From an optimization exercise on the open Yosys and OpenROAD flow, aimed at small area, a short achievable clock period and few clock cycles; shortcuts taken in it are not production practice.
Function was checked by simulation only, so behaviour that the tests miss may differ from the original.
Power and IR drop assume default switching activity.

// multi_cpu_core
module multi_cpu_core(
	clk,         
	rst,         
	mem_addr,    
	mem_we,      
	mem_wdata,   
	mem_rdata,   
	dbg_addr,    
	dbg_data     
);
	input  wire clk;
	input  wire rst;
	output wire [9:0]  mem_addr;
	output wire        mem_we;
	output wire [31:0] mem_wdata;
	input  wire [31:0] mem_rdata;
	input  wire [4:0]  dbg_addr;
	output wire [31:0] dbg_data;
	reg  [11:2] pc;           
	reg         e_r, e_lw, e_sw, e_beq;
	reg         e_sub;        
	reg  [1:0]  e_op;         
	reg  [25:0] ir;
	reg  [4:0]  mrt;          
	reg         mc, m_we;
	reg  [9:0]  maddr;
	wire [31:0] ra, rb;
	wire        rf_we;
	wire [4:0]  rf_wa;
	wire [31:0] rf_wd;
	wire [31:0] ins = mem_rdata;    
	wire        eq;
	wire [11:0] ea;           
	multi_ALU ALU(
		.A(ra), .B(rb),
		.SUB(e_sub), .OP(e_op), .LD(mc), .D(mem_rdata),
		.res(rf_wd), .eq(eq)
	);
	assign ea = ra[11:0] + ir[11:0];
	wire [11:0] st_t  = {pc, 2'b00} - ir[11:0];
	wire [11:2] st_t1 = st_t[11:2] + 10'd1;
	wire st_hit;
	multi_st_hit sth(.ra(ra[11:0]), .t(st_t), .t1(st_t1), .hit(st_hit));
	wire e_go    = ~mc;                        
	wire br_take = e_beq & eq & e_go;
	wire smc     = e_sw & e_go & st_hit;
	assign rf_we = (e_r & e_go) | (mc & ~m_we);
	assign rf_wa = mc ? mrt : ir[15:11];
	multi_register_files register_files(
		.clk(clk), .rst(rst), .WriteEN(rf_we),
		.WriteData(rf_wd), .WriteAddr(rf_wa),
		.NextA(mc ? ir[25:21] : ins[25:21]),
		.NextB((mc | e_sw) ? ir[20:16] : ins[20:16]),    
		.AddrC(dbg_addr),
		.DataA(ra), .DataB(rb), .DataC(dbg_data)
	);
	wire [5:0]  fop = ins[31:26];
	wire [5:0]  ffn = ins[5:0];
	wire f_r   = (fop == 6'd0);
	wire f_lw  = (fop == 6'd35);
	wire f_sw  = (fop == 6'd43);
	wire f_j   = (fop == 6'd2);
	wire f_beq = (fop == 6'd4);
	wire f_bsame = f_beq & (ins[25:21] == ins[20:16]);    
	wire [11:2] pc1    = pc + 10'd1;
	wire [11:2] e_btgt = pc  + ir[9:0];        
	wire [11:2] f_btgt = pc1 + ins[9:0];
	wire [11:2] f_jtgt = ins[9:0];
	wire f_kill  = br_take | smc;              
	wire f_redir = f_j | f_bsame;
	wire [11:2] pc_f = f_j ? f_jtgt : (f_bsame ? f_btgt : pc1);
	wire [11:2] pc_s, pc_n;
	multi_mux2 #(.N(10)) pc_smc(.A(pc_f), .B(pc), .Ctrl(mc | smc), .S(pc_s));
	multi_mux2 #(.N(10)) pc_br(.A(pc_s), .B(e_btgt), .Ctrl(br_take), .S(pc_n));
	always @(posedge clk or posedge rst)
		if (rst)
  ...
Size: ~4400 cells after synthesis, ~110 I/O pins, ~57000 µm² of cells after synthesis.
export LEC_CHECK = 0
export CAP_MARGIN = 20
export CORE_MARGIN = 2
export CORE_UTILIZATION = 62
export CTS_CLUSTER_DIAMETER = 90
export CTS_CLUSTER_SIZE = 24
export PLACE_DENSITY = 0.72
export SETUP_SLACK_MARGIN = 3.0
export SLEW_MARGIN = 20
export SYNTH_HIERARCHICAL = 1
create_clock -name core_clock -period 8.0 [get_ports {clk}]
standard.sh (not shown) runs the stock make flow with config.mk's settings and CLKGATE_MAP_FILE= SYNTH_SCRIPT=/design/flow/synth_recipe.tcl, a recipe that flattens the netlist after the stock synthesis.
==> flow/flow/run.sh <==
#!/bin/bash
# The standard layout (standard.sh: ORFS synthesis through finish), with
# one change: the buffers buffer_ports puts on every input and output port
# are sky130_fd_sc_hd__buf_1 cells instead of the default pick (a clkdlybuf4s
# delay cell, which repair cannot resize into a fast buffer).
# All tool output goes to standard.log here; ORFS keeps its per-step logs
# under orfs/logs/.
set -euo pipefail
export BUFFER_PORTS_ARGS="-buffer_cell sky130_fd_sc_hd__buf_1"
bash standard.sh > standard.log 2>&1
The starting point produced a clean layout.
Testbench counts at the start, summed over its fixed seeds: cycles 36,474.
Next try:
- PLACE_DENSITY: 0.72 -> 0.68
- TNS_END_PERCENT: not set -> 10
What happened: The changed run went through all stages and came out clean. Global-route usage goes up by 0.15 points. Clock skew goes down by 0.036 ns. Count of clock-buffer cells in the layout goes down by 2. Wire length goes up by 0.87%. Clock power goes down by about 2%. Utilization goes up by 0.21 points. Via count is about the same. Final area goes up by about 0.3%. Sequential share of layout area goes down by 0.17 points.
Next try:
- CORE_UTILIZATION: 62 -> 66
- PLACE_DENSITY: 0.68 -> 0.76
The new run completed with no timing, DRC or antenna violations.
Sequential power is about the same.
Sequential share of layout area rises by 0.23 points.
Flip-flop and latch count stays the same.
Die area falls by about 6%.
Clock-buffer cell count is unchanged.
Via count hardly moves.
Wire length falls by about 4%.
Final area falls by 0.45%.
Synthesized cell count is unchanged.

afterwards: timing with drivers on the ports:
In the flow no input, the clock included, has a driving cell. The finished layouts below were timed again as built, in two steps. Step 1 sets driving cells, clkbuf_16 on the clock port and buf_2 on the other inputs (assumed; they add their load-dependent delay and slew). Step 2 also shifts input and output timing later by t, the mid clock arrival at the registers, as if the neighbouring blocks saw the same clock. a / b / c = ideal ports / drivers / drivers and shift; a / b = the first two.
run	shift t [ns]	slack for setup (ns)	worst setup path after step 2	clock arrival spread, ns
the first run	0.828	2.757 / 2.709 / 2.709	input to output	0.077 / 0.076
the second run	0.808	2.777 / 2.741 / 2.741	input to output	0.040 / 0.040
the third run	0.780	2.619 / 2.558 / 2.558	input to output	0.054 / 0.054
After both steps setup and hold are still met in every run listed. The setup slack of the third run, which loses most, moves by -0.061 ns with the drivers and by -0.061 ns with both steps.
